This is an optimization exercise on Yosys and OpenROAD, whose aim is small area, not a production implementation.
RTL that was checked went through simulation tests only; none was proved equivalent to the original.

==> inputs of v11 <==
Design Segway, start of the top module:
module Segway(clk,RST_n,INERT_SS_n,INERT_MOSI,INERT_SCLK,
              INERT_MISO,INERT_INT,A2D_SS_n,A2D_MOSI,A2D_SCLK,
			  A2D_MISO,PWM1_lft,PWM2_lft,PWM1_rght,PWM2_rght,
			  OVR_I_lft,OVR_I_rght,piezo_n,piezo,RX);
  input clk,RST_n;
  input INERT_MISO;						 
  input A2D_MISO;						 
  input INERT_INT;						 
  input OVR_I_lft,OVR_I_rght;			 
  input RX;								 
  output A2D_SS_n, INERT_SS_n;			 
  output A2D_MOSI, INERT_MOSI;			 
  output A2D_SCLK, INERT_SCLK;			 
  output PWM1_lft, PWM2_lft;  			 
  output PWM1_rght,PWM2_rght;			 
  output piezo_n,piezo;					 
  logic rst_n;							 
  logic vld;								 
  logic [15:0] ptch;						 
  logic [15:0] ptch_rt;
  logic [10:0] lft_mag, rght_mag;		 
  logic lft_sgn, rght_sgn;				 
  logic lft_rev, rght_rev;				 
  logic [11:0] lft_ld, rght_ld;		 
  logic batt11;							 
  logic signed [9:0] steer_sc;			 
  logic norm_mode;						 
  logic en_steer;						 
  logic rider_off;						 
  logic batt_low;
  logic too_fast;
  logic boot;							 
  logic pwr_up;							 
  localparam BATT_THRES = 12'h800;
  localparam fast_sim = 1;
  Auth_blk iAuth(.clk(clk),.rst_n(rst_n),.RX(RX),.rider_off(rider_off),.pwr_up(pwr_up));
  inert_intf #(fast_sim) iNEMO(.clk(clk),.rst_n(rst_n),.ptch(ptch),.ptch_rt(ptch_rt),
                   .vld(vld),.SS_n(INERT_SS_n),.SCLK(INERT_SCLK),
				   .MOSI(INERT_MOSI),.MISO(INERT_MISO),
				   .INT(INERT_INT),.boot(boot));
  ...
clock: 12.0 ns
lec_check: 0
abc_area: 1
cap_margin: 20
core_margin: 2
core_utilization: 40
slew_margin: 20
standard.sh (not shown) runs the stock make flow with config.mk's settings and CLKGATE_MAP_FILE= SYNTH_SCRIPT=/design/flow/synth_recipe.tcl, a recipe that flattens the netlist after the stock synthesis.
==> flow/flow/run.sh <==
#!/bin/bash
set -euo pipefail
export FLOW_FLOW_DIR=$(cd "$(dirname "${BASH_SOURCE[0]}")" && pwd)
CTS_SIZE=${CTS_SIZE:-18}
CTS_DIAM=${CTS_DIAM:-70}
{ cat "$FLOW_FLOW_DIR/abc_override.tcl"; cat synth_recipe.tcl; } > my_synth.tcl
bash standard.sh SYNTH_SCRIPT=$PWD/my_synth.tcl \
  "SYNTH_OPERATIONS_ARGS=-extra-map $FLOW_FLOW_DIR/lcu_ripple.v" \
  ADDER_MAP_FILE= \
  "CTS_ARGS=-sink_clustering_enable -repair_clock_nets -sink_clustering_size $CTS_SIZE -sink_clustering_max_diameter $CTS_DIAM -buf_list sky130_fd_sc_hd__clkbuf_8 -dont_use_dummy_load" \
  "BUFFER_PORTS_ARGS=-buffer_cell sky130_fd_sc_hd__buf_1" \
  finish > flow.log 2>&1
==> flow/flow/abc_override.tcl <==
# Map with an area-oriented ABC script instead of the flow's default one.
# Only the combinational mapping changes; the registers are mapped before.
proc abc {args} {
  set i [lsearch -exact $args -script]
  if { $i >= 0 } {
    set args [lreplace $args [expr {$i + 1}] [expr {$i + 1}] $::env(FLOW_FLOW_DIR)/area.abc]
  }
  yosys abc {*}$args
}
==> flow/flow/area.abc <==
strash
dc2
dch -f
amap
strash
dc2
dch -f
amap
topo
==> flow/flow/lcu_ripple.v <==
(* techmap_celltype = "$lcu" *)
module _80_lcu_ripple (P, G, CI, CO);
	parameter WIDTH = 2;
	(* force_downto *)
	input [WIDTH-1:0] P, G;
	input CI;
	(* force_downto *)
	output [WIDTH-1:0] CO;
	genvar i;
	generate for (i = 0; i < WIDTH; i = i + 1) begin : g
		if (i == 0)
			assign CO[i] = G[i] | (P[i] & CI);
		else
			assign CO[i] = G[i] | (P[i] & CO[i-1]);
	end endgenerate
endmodule
==> inputs of v35, as changes to v11 <==
--- a/flow/design.v
+++ b/flow/design.v
@@ -134,18 +134,21 @@
 				clr_rx_rdy = 1;
 			end
 		end
 		default: nxt_state = OFF;
 	endcase 
 end
 endmodule
-module SPI_mnrch #(parameter RW = 16) (clk, rst_n, MISO, wrt, SS_n, SCLK, done, rd_data, bit_cntr, init);
+module SPI_mnrch #(parameter RW = 16) (clk, rst_n, MISO, wrt, SS_n, SCLK, done, rd_data, bit_cntr, init, bw, bin, bl, bld);
 input clk, rst_n;
 input MISO;
 input wrt;
+input bw, bin;
+input bl;
+input [7:0] bld;
 output reg SS_n;
 output SCLK;
 output reg done;
 output reg [RW-1:0] rd_data;
 output reg [3:0] bit_cntr;
 output init;
 logic shft, smpl, ld_SCLK, init, done15, set_done, shift_im;
@@ -162,21 +165,27 @@
 assign SCLK = SCLK_div[3];
 assign smpl = (SCLK_div == 4'b0111);
 assign shift_im = (SCLK_div == 4'b1111);
 always_ff @(posedge clk) begin
 	if(smpl)
 		MISO_smpl <= MISO;
 end
-always_ff @(posedge clk) begin	
-	if(shft)
-		rd_data <= {rd_data[RW-2:0], MISO_smpl};
-end
+always_ff @(posedge clk)
+	if(shft | bw)
+		rd_data[7:0] <= {rd_data[6:0], bw ? bin : MISO_smpl};
+generate if (RW > 8) begin : hi
+	always_ff @(posedge clk)
+		if(shft | bl)
+			rd_data[RW-1:8] <= bl ? bld[RW-5:4] : rd_data[RW-2:7];
+end endgenerate
 always_ff @(posedge clk) begin
 	if(init)
 		bit_cntr <= 4'h0;
+	else if(bl)
+		bit_cntr <= bld[3:0];
 	else if(shft)
 		bit_cntr <= bit_cntr + 1;
 end
 assign done15 = &bit_cntr;
 always_ff @ (posedge clk, negedge rst_n) begin
 	if(!rst_n)
 		state <= IDLE;
@@ -230,43 +239,46 @@
 		done <= 1'b0;
 	else if(init)
 		done <= 1'b0;
 	else if(set_done)
 		done <= 1'b1;
 end
 endmodule
-module inertial_integrator(clk, rst_n, vld, ptch_rt, AZ, ptch, win, step);
+module inertial_integrator(clk, rst_n, vld, ptch_rt, AZ, ptch, win, step, cur, dl);
 input clk, rst_n, vld;
 input signed [15:0]ptch_rt;
 input signed [15:0]AZ;
 output signed [15:0]ptch;
 input win;			 
 input [5:0] step;	 
+output cur;			 
+input [7:0] dl;		 
 localparam [15:0] AZ_K = 16'hFF60;	 
 reg signed [26:0]ptch_int;
 assign ptch = ptch_int[26:11];
 reg sc;				 
-reg [8:1] d;		 
 reg [2:0] cy;		 
 reg ybit;			 
 wire lo = (step < 6'd16);
 wire az_b = AZ[step[3:0]];
 wire k_b = AZ_K[step[3:0]];
-wire cur = lo ? (az_b ^ k_b ^ sc) : d[1];
+wire d1 = dl[0];
+wire d3 = dl[2] & ((|step[5:2]) | (step[1] & step[0]));
+wire d6 = dl[5] & ((|step[5:3]) | (step[2] & step[1]));
+wire d8 = dl[7] & (|step[5:3]);
+assign cur = lo ? (az_b ^ k_b ^ sc) : d1;
 wire [5:0] pidx = step - 6'd13;
 wire pb = (step < 6'd13) ? 1'b0 : (step > 6'd28) ? ~ptch[15] : ~ptch[pidx[3:0]];
-wire [3:0] col = !cur + d[3] + d[6] + d[8] + pb + cy;
+wire [3:0] col = !cur + d3 + d6 + d8 + pb + cy;
 always_ff @(posedge clk) begin
 	if (!win) begin
 		sc <= 1'b0;
-		d <= 8'h00;
 		cy <= 3'b001;
 	end else begin
 		sc <= (az_b & k_b) | (az_b & sc) | (k_b & sc);
-		d <= {d[7:1], cur};
 		cy <= col[3:1];
 	end
 	ybit <= col[0];
 end
 wire fus_pos = ~ybit;
 wire w = ptch_rt[15] & ~|ptch_rt[14:7] & (ptch_rt[6:0] < 7'h50);
 wire [26:0] nb = ~{{11{ptch_rt[15]}}, ptch_rt};
@@ -274,63 +286,71 @@
 always @(posedge clk, negedge rst_n)
 	if(!rst_n)
 		ptch_int <= 0;
 	else if(vld)
 		ptch_int <= ptch_int + nb + kk;
 endmodule
 module inert_intf(clk,rst_n,ptch,ptch_rt,vld,SS_n,SCLK,
-                  MOSI,MISO,INT,boot);
+                  MOSI,MISO,INT,boot,win,dl_in,dl,azl_ld,azl_d,azl_q);
   parameter fast_sim = 1;
   input clk, rst_n;
   input MISO;
   input INT;
+  output win;				 
+  output dl_in;			 
+  input [7:0] dl;			 
+  output azl_ld;			 
+  output [7:0] azl_d;
+  input [7:0] azl_q;		 
   input boot;				 
   output signed [15:0] ptch;
   output signed [15:0] ptch_rt;
   output reg vld;
   output SS_n,SCLK,MOSI;
   reg [9:0] timer;			 
-  reg [7:0] AZl;
   reg [7:0] ptch_rt_h,ptch_rt_l;
   reg INT_ff1,INT_ff2;
-  reg [2:0] cmd_id;			 
+  reg race;					 
   logic wrt;
   logic clr_tmr;
   logic capture_ptchl,capture_ptchh;
   logic capture_AZl;
   wire done, init;
   wire [7:0] inert_data;
   wire [3:0] bit_cntr;
   wire signed [15:0] AZ;
   typedef enum reg [3:0] {INIT1,INIT2,INIT3,INIT4,WAIT,PTCHL,PTCHH,
                           AZL,AZH} state_t;
   state_t state,nxt_state;
   SPI_mnrch #(8) iSPI(.clk(clk),.rst_n(rst_n),.SS_n(SS_n),.SCLK(SCLK),
                   .MISO(MISO),.wrt(wrt),.done(done),
-				  .rd_data(inert_data),.bit_cntr(bit_cntr),.init(init));
+				  .rd_data(inert_data),.bit_cntr(bit_cntr),.init(init),
+				  .bw(1'b0),.bin(1'b0),.bl(1'b0),.bld(8'h00));
   logic [15:0] cmd;
   always_comb
-    case (cmd_id)
-      3'd0: cmd = 16'h0D02;
-      3'd1: cmd = 16'h1053;
-      3'd2: cmd = 16'h1150;
-      3'd3: cmd = 16'h1460;
-      3'd4: cmd = 16'hA200;
-      3'd5: cmd = 16'hA300;
-      3'd6: cmd = 16'hAC00;
+    case (race ? WAIT : state)
+      INIT2: cmd = 16'h0D02;
+      INIT3: cmd = 16'h1053;
+      INIT4: cmd = 16'h1150;
+      WAIT:  cmd = 16'h1460;
+      PTCHL: cmd = 16'hA200;
+      PTCHH: cmd = 16'hA300;
+      AZL:   cmd = 16'hAC00;
       default: cmd = 16'hAD00;
     endcase
   assign MOSI = cmd[~bit_cntr];
   always_ff @(posedge clk)
     if (init)
-      cmd_id <= state[2:0];
-  wire win = (state == AZH) && (&timer[9:6]);
+      race <= 1'b0;
+    else if (wrt)
+      race <= 1'b1;
+  assign win = (state == AZH) && (&timer[9:6]);
   inertial_integrator iINT(.clk(clk), .rst_n(rst_n), .vld(vld),
                            .ptch_rt(ptch_rt), .AZ(AZ), .ptch(ptch),
-                           .win(win), .step(timer[5:0]));
+                           .win(win), .step(timer[5:0]), .cur(dl_in), .dl(dl));
   always_ff @(posedge clk) begin
 	  INT_ff1 <= INT;
 	  INT_ff2 <= INT_ff1;
 	end
   always_ff @(posedge clk,negedge rst_n)
     if (!rst_n)
 	  state <= INIT1;
@@ -430,18 +450,17 @@
     else if (capture_ptchl)
 	  ptch_rt_l <= inert_data;
   always_ff @(posedge clk, negedge rst_n)
     if (!rst_n)
 	  ptch_rt_h <= 8'h00;
     else if (capture_ptchh)
 	  ptch_rt_h <= inert_data;
-  always_ff @(posedge clk)
-    if (capture_AZl)
-	  AZl <= inert_data;
-  assign AZ = {inert_data,AZl};
+  assign azl_ld = capture_AZl;
+  assign azl_d = inert_data;
+  assign AZ = {inert_data,azl_q};
   assign ptch_rt = {ptch_rt_h,ptch_rt_l};
 endmodule
 module PID(clk, rst_n, vld, pwr_up, rider_off, ptch, ptch_rt, PID_cntrl, ss_tmr);
 	parameter fast_sim = 1;
 	input clk, rst_n, vld, pwr_up, rider_off;
 	input logic signed [15:0]ptch, ptch_rt;
 	output logic signed [11:0]PID_cntrl;
@@ -770,15 +789,17 @@
 	  OVR_I_shtdwn <= 1'b1;
   wire off = OVR_I_ff2 | ~OVR_I_inc_blank_n | OVR_I_shtdwn;
   assign PWM1_lft = ~off & ~lft_sgn & PWM_lft;
   assign PWM2_lft = ~off & lft_sgn & PWM_lft;
   assign PWM1_rght = ~off & ~rght_sgn & PWM_rght;
   assign PWM2_rght = ~off & rght_sgn & PWM_rght;
 endmodule
-module A2D_intf(input clk, rst_n, MISO, nxt, 
+module A2D_intf(input clk, rst_n, MISO, nxt, dl_en, dl_in, bl,
+				input [7:0] bld,
+				output [7:0] dl, bq,
 				output reg[11:0] lft_ld, rght_ld,
 				output reg signed [9:0] steer_sc,
 				output reg batt11,
 				output SS_n, SCLK, MOSI);
 logic wrt, done, update, init;
 logic [11:0] rd_data;
 logic [3:0] bit_cntr;
@@ -788,15 +809,18 @@
 logic signed [9:0] steer_scaled;
 assign steer_pot_limited = (rd_data < 12'h200) ? 12'h200 :
                            (rd_data > 12'hE00) ? 12'hE00 :
                            rd_data;
 assign m = steer_pot_limited + 12'd1;
 assign q = {~m[11], m[10:4]};
 assign steer_scaled = {q[7], q, 1'b0} + {{2{q[7]}}, q} + m[3];
-SPI_mnrch #(12) iSPI(.clk, .rst_n, .MISO, .wrt, .SCLK, .SS_n, .done, .rd_data, .bit_cntr, .init);
+SPI_mnrch #(12) iSPI(.clk, .rst_n, .MISO, .wrt, .SCLK, .SS_n, .done, .rd_data, .bit_cntr, .init,
+                     .bw(dl_en), .bin(dl_in), .bl(bl), .bld(bld));
+assign dl = rd_data[7:0];
+assign bq = {rd_data[11:8], bit_cntr};
 always_ff @(posedge clk, negedge rst_n) begin
 	if(!rst_n) lft_ld <= 12'h000;
 	else if(counter == 0 && update) lft_ld <= rd_data;
 end
 always_ff @(posedge clk, negedge rst_n) begin
 	if(!rst_n) rght_ld <= 12'h000;
 	else if(counter == 1 && update) rght_ld <= rd_data;
@@ -1016,35 +1040,42 @@
   logic batt11;							 
   logic signed [9:0] steer_sc;			 
   logic norm_mode;						 
   logic en_steer;						 
   logic rider_off;						 
   logic batt_low;
   logic too_fast;
+  logic fus_win, fus_bit;				 
+  logic [7:0] fus_dl;					 
+  logic azl_ld;							 
+  logic [7:0] azl_q;					 
+  logic [7:0] inert_byte;				 
   logic boot;							 
   logic pwr_up;							 
   localparam BATT_THRES = 12'h800;
   localparam fast_sim = 1;
   Auth_blk iAuth(.clk(clk),.rst_n(rst_n),.RX(RX),.rider_off(rider_off),.pwr_up(pwr_up));
   inert_intf #(fast_sim) iNEMO(.clk(clk),.rst_n(rst_n),.ptch(ptch),.ptch_rt(ptch_rt),
                    .vld(vld),.SS_n(INERT_SS_n),.SCLK(INERT_SCLK),
 				   .MOSI(INERT_MOSI),.MISO(INERT_MISO),
-				   .INT(INERT_INT),.boot(boot));
+				   .INT(INERT_INT),.boot(boot),.win(fus_win),.dl_in(fus_bit),.dl(fus_dl),
+				   .azl_ld(azl_ld),.azl_d(inert_byte),.azl_q(azl_q));
   balance_cntrl #(fast_sim) iBAL(.clk(clk),.rst_n(rst_n),.vld(vld),.ptch(ptch),
                      .ptch_rt(ptch_rt),.pwr_up(pwr_up),.rider_off(rider_off),
 					 .steer_sc(steer_sc),.en_steer(en_steer),.lft_mag(lft_mag),.lft_sgn(lft_sgn),
 					 .rght_mag(rght_mag),.rght_sgn(rght_sgn),.too_fast(too_fast));
   steer_en #(fast_sim) iSTR(.clk(clk),.rst_n(rst_n),.lft_ld(lft_ld),
                             .rght_ld(rght_ld),
 							.en_steer(en_steer),.rider_off(rider_off));
   mtr_drv iDRV(.clk(clk),.rst_n(rst_n),.lft_mag_in(lft_mag),.lft_sgn_in(lft_sgn),
                .rght_mag_in(rght_mag),.rght_sgn_in(rght_sgn),.PWM1_lft(PWM1_lft),.PWM2_lft(PWM2_lft),
 			   .PWM1_rght(PWM1_rght),.PWM2_rght(PWM2_rght),
 			   .OVR_I_lft(OVR_I_lft),.OVR_I_rght(OVR_I_rght));
-  A2D_intf iA2D(.clk(clk),.rst_n(rst_n),.nxt(vld),.lft_ld(lft_ld),.rght_ld(rght_ld),
+  A2D_intf iA2D(.clk(clk),.rst_n(rst_n),.nxt(vld),.dl_en(fus_win),.dl_in(fus_bit),.dl(fus_dl),
+                .bl(azl_ld),.bld(inert_byte),.bq(azl_q),.lft_ld(lft_ld),.rght_ld(rght_ld),
                 .batt11(batt11),.steer_sc(steer_sc),.SS_n(A2D_SS_n),.SCLK(A2D_SCLK),
 				.MOSI(A2D_MOSI),.MISO(A2D_MISO));
   assign batt_low = ~batt11;		 
   piezo_drv #(fast_sim) iBUZZ(.clk(clk),.rst_n(rst_n),.en_steer(en_steer),.too_fast(too_fast),
               .batt_low(batt_low),.piezo(piezo),.piezo_n(piezo_n),.boot(boot));
   rst_synch iRST(.clk(clk),.RST_n(RST_n),.rst_n(rst_n));
 endmodule
==> flow/flow/area.abc (replaced) <==
strash
dc2
dch -f
amap
strash
&get -n
&deepsyn -T 60
&put
dch -f
amap
topo
CORE_UTILIZATION = 55   (was 40)
==> summary of the runs <==
v11 passed the timing, DRC and antenna checks. v35 passed the timing, DRC and antenna checks.
Against v11, the final area of v35 is smaller by about 5.4%.
Between v35 and v11, the lower synthesized area is in v35 (gap about 4.3%, measured against v11).
Between v11 and v35, the lower via count is in v11 (gap about 0.9%, measured against v35).
Flip-flop and latch count: v35 is lower than v11 (18).
In v11 the wire length is lower than in v35, by about 8%.
Of v11 and v35, v11 has the higher setup slack (gap 0.41 ns).
Of v35 and v11, v35 has the higher utilization (gap 16 points).
Between v35 and v11, the lower clock skew is in v35 (gap 0.037 ns).
For v35, only the layout was checked, not whether the RTL still works.
